Background: an optimization exercise with open tools, aiming at small area and a short achievable clock period. Do not read the settings as production practice.
RTL that was checked went through simulation tests only; none was proved equivalent to the original.
The clock port is modelled as an ideal driver; clocking choices that lean on that would not hold on a real chip.

## rev 12
Design IIR, start of the top module:
module IIR (
    input              clk,
    input              rst_n,
    input        [7:0] adc,
    output       [7:0] dac,
    output             adc_clk,
    output             dac_clk
);
==> flow/config.mk <==
export PLATFORM = sky130hd
export DESIGN_NAME = IIR
export DESIGN_NICKNAME = IIR
export VERILOG_FILES = /design/flow/design.v
export SDC_FILE = /design/flow/constraint.sdc
export NUM_CORES = 4
export LEC_CHECK = 0
export CAP_MARGIN = 20
export CORE_MARGIN = 2
export CORE_UTILIZATION = 65
export PLACE_DENSITY = 0.75
export SLEW_MARGIN = 20
export SYNTH_HIERARCHICAL = 1
export SYNTH_MINIMUM_KEEP_SIZE = 0
==> flow/constraint.sdc <==
create_clock -name core_clock -period 17.0 [get_ports {clk}]
set_input_delay 3.4000 -clock core_clock [delete_from_list [all_inputs] [get_ports {clk}]]
set_output_delay 3.4000 -clock core_clock [all_outputs]
set_load 0.01 [all_outputs]
standard.sh (not shown) runs the stock make flow with config.mk's settings and CLKGATE_MAP_FILE= SYNTH_SCRIPT=/design/flow/synth_recipe.tcl, a recipe that flattens the netlist after the stock synthesis.
==> flow/flow/run.sh <==
#!/bin/bash
# The standard layout (standard.sh: ORFS, synthesis to final layout), with
# these changes:
#  - the ports get plain buffers (buf_2) instead of the delay cells that
#    buffer_ports picks by default, and the reset port, which drives every
#    flip-flop, a buf_8 (flow/pre_resize.tcl, before repair_design);
#  - the clock port drives three clkbuf_8, each of which drives the registers
#    of one third of the core (flow/pre_cts.tcl), instead of a five-buffer
#    tree with dummy loads.
# standard.sh's output goes to standard.log, ORFS's logs to orfs/logs/.
set -o pipefail
HERE=$(pwd)
cp standard.sh standard_sh.txt
export BUFFER_PORTS_ARGS="-buffer_cell sky130_fd_sc_hd__buf_2"
export PRE_RESIZE_TCL=$HERE/flow/pre_resize.tcl
export PRE_CTS_TCL=$HERE/flow/pre_cts.tcl
export CTS_ARGS="-clk_nets clk -repair_clock_nets -dont_use_dummy_load -buf_list sky130_fd_sc_hd__clkbuf_8"
bash standard.sh > standard.log 2>&1
Other scripts of this flow, unchanged in this note and not shown: flow/flow/pre_cts.tcl, flow/flow/pre_resize.tcl
#### Input delta (rev 13 over rev 12)
Settings: CORE_UTILIZATION: 65 -> 40; PLACE_DENSITY: 0.75 -> unset.
[summary]
- Rev 12 -> rev 13: share of layout cells above drive strength 1 delta 0, exact match
- Clock period minus worst slack: rev 13 vs rev 12, no meaningful difference
- [compare] base=rev 12 new=rev 13: share of the core filled with cells went down 26 points; met1 track demand over resource went down 14 points.
- Per the comparison of rev 13 with rev 12, flip-flop and latch count neither gained nor lost much, number of global-route vias before repair now sits higher, detailed-route vias per instance -about 12%.

---

== the reference run ==
IIR, a different RTL version from the one above (not shown whole).
Size in the first run: about 370 cells after synthesis, about 41 flip-flops, about 20 I/O pins, roughly 4900 sq um of cells after synthesis.
clock: 17.0 ns
lec_check: 0
cap_margin: 20
core_margin: 2
core_utilization: 40
slew_margin: 20
synth_hierarchical: 1
synth_minimum_keep_size: 0
==> flow/flow/run.sh <==
#!/bin/bash
# Standard ORFS layout (the standard.sh) with two changes:
#  - the ports get plain buffers (buf_2) instead of the delay cells that
#    buffer_ports picks by default;
#  - the clock tree is built from clkbuf_8 cells, without dummy load cells.
# standard.sh's and ORFS's output go to standard.log and orfs/logs/.
set -o pipefail
cp standard.sh standard_sh.txt
export BUFFER_PORTS_ARGS="-buffer_cell sky130_fd_sc_hd__buf_2"
export CTS_ARGS="-sink_clustering_enable -repair_clock_nets -dont_use_dummy_load -buf_list sky130_fd_sc_hd__clkbuf_8"
bash standard.sh > standard.log 2>&1
The reference run: all stages complete, timing, DRC and antenna checks passed
> inputs changed (the reference run -> the trial run)
==> flow/flow/run.sh <==
#!/bin/bash
# Standard ORFS layout, with plain buffers (buf_2) on the ports instead of the
# delay-cell buffers buffer_ports picks by default.
set -o pipefail
cp standard.sh standard_sh.txt
export BUFFER_PORTS_ARGS="-buffer_cell sky130_fd_sc_hd__buf_2"
bash standard.sh > standard.log 2>&1
[summary]
As far as global routing met1 resource utilization is concerned, the reference run and the trial run perform about the same. Across both runs, final wirelength was higher for the trial run than for the reference run. Final cell area: the trial run above the reference run. [diff] via count, the trial run relative to the reference run: regression.

---

IIR, a different RTL version from the one above (not shown whole).
For scale: roughly 5400 um^2 of cells after synthesis.
export LEC_CHECK = 0
export CAP_MARGIN = 20
export CORE_MARGIN = 2
export CORE_UTILIZATION = 40
export SLEW_MARGIN = 20
export SYNTH_HIERARCHICAL = 1
export SYNTH_MINIMUM_KEEP_SIZE = 0
create_clock -name core_clock -period 17.0 [get_ports {clk}]
==> flow/flow/run.sh <==
#!/bin/bash
# Standard ORFS layout with two changes: plain buffers (buf_2) on the ports
# instead of the delay cells buffer_ports picks by default, and a clock tree
# without dummy load cells, built from small clock buffers.
set -o pipefail
cp standard.sh standard_sh.txt
export BUFFER_PORTS_ARGS="-buffer_cell sky130_fd_sc_hd__buf_2"
export CTS_ARGS="-sink_clustering_enable -repair_clock_nets -dont_use_dummy_load -buf_list {sky130_fd_sc_hd__clkbuf_4 sky130_fd_sc_hd__clkbuf_8}"
bash standard.sh > standard.log 2>&1
==> next run, changes <==
==> flow/flow/run.sh (replaced) <==
#!/bin/bash
# Standard ORFS layout, with plain buffers (buf_2) on the ports instead of the
# delay-cell buffers buffer_ports picks by default.
set -o pipefail
cp standard.sh standard_sh.txt
export BUFFER_PORTS_ARGS="-buffer_cell sky130_fd_sc_hd__buf_2"
bash standard.sh > standard.log 2>&1
Outcome: Non-clock buffer count does not change. Die area does not change.
Function was not checked in any run of this note: the RTL went through the layout flow alone.

---

Another version of the RTL of IIR (not shown whole).
Size in the first run: roughly 41 flip-flops, about 20 I/O pins, roughly 4900 sq um of cells after synthesis.
Settings: LEC_CHECK=0, CAP_MARGIN=20, CORE_MARGIN=2, CORE_UTILIZATION=40, SLEW_MARGIN=20, SYNTH_HIERARCHICAL=1, SYNTH_MINIMUM_KEEP_SIZE=0; clock period 17.0 ns.
==> flow/flow/run.sh <==
#!/bin/bash
# Standard ORFS layout, with plain buffers (buf_2) on the ports instead of the
# delay-cell buffers buffer_ports picks by default.
set -o pipefail
cp standard.sh standard_sh.txt
export BUFFER_PORTS_ARGS="-buffer_cell sky130_fd_sc_hd__buf_2"
bash standard.sh > standard.log 2>&1
The baseline produced a clean layout.
Rerun with:
==> flow/run.sh (new file) <==
#!/bin/bash
# synth_recipe.tcl (not shown) runs the flow's synth.tcl, then flattens the netlist and writes it again
# the make line also repeats each setting of config.mk as NAME=value (left out here)
make -C /OpenROAD-flow-scripts/flow DESIGN_CONFIG=/design/flow/config.mk WORK_HOME=/design/flow/orfs CLKGATE_MAP_FILE= SYNTH_SCRIPT=/design/flow/synth_recipe.tcl finish
removed: flow/flow/run.sh
removed: flow/standard.sh
What happened: The new run finished with timing, DRC and antenna clean. Sequential cell count is unchanged. Clock skew barely changes. Global-route usage came out higher by 0.29 points. Design area came out higher slightly. Non-clock buffer count does not change. Maximum frequency came out lower by a little under a tenth. Via count came out higher slightly. Wire length came out higher by a few percent. Sequential share of layout area came out lower by 0.32 points.
Function was not checked in any run of this note: the RTL went through the layout flow alone.

## separate check: timing with driven ports
No port has a modelled driver above. Below, the same layouts with a new extraction and two added sets of constraints. Step 1 sets driving cells, clkbuf_16 on the clock port and buf_2 on the other inputs (assumed; they add their load-dependent delay and slew). Step 2 also shifts input and output timing later by t, the mid clock arrival at the registers, as if the neighbouring blocks saw the same clock. Slacks: no drivers / after step 1 / after step 2; pairs: no drivers / after step 1.
| run | shift t [ns] | setup WS [ns] | clock arrival spread, ns | worst data-port slew with drivers (ns) | cell pins on the clock port's net |
|---|---|---|---|---|---|
| rev 12 | 0.205 | 7.488 / 7.462 / 7.462 | 0.010 / 0.011 | 0.05 | 3 |
| rev 13 | 0.208 | 7.491 / 7.466 / 7.466 | 0.007 / 0.008 | 0.05 | 3 |
| the reference run | 0.330 | 7.011 / 6.986 / 6.986 | 0.012 / 0.011 | 0.03 | 1 |
| the trial run | 0.329 | 7.015 / 6.990 / 6.990 | 0.008 / 0.008 | 0.03 | 1 |
| the first run of note 3 | 0.355 | 6.827 / 6.800 / 6.800 | 0.006 / 0.006 | 0.03 | 1 |
| the second run of note 3 | 0.335 | 6.823 / 6.796 / 6.796 | 0.007 / 0.007 | 0.03 | 1 |
| the first run of note 4 | 0.327 | 7.066 / 7.044 / 7.044 | 0.008 / 0.009 | 0.03 | 1 |
| the second run of note 4 | 0.328 | 6.085 / 6.055 / 6.055 | 0.007 / 0.008 | 0.03 | 1 |
After both steps setup and hold are still met in every run listed. For the second run of note 4, which loses most, drivers alone change the setup slack by -0.030 ns; drivers and shift together by -0.030 ns.
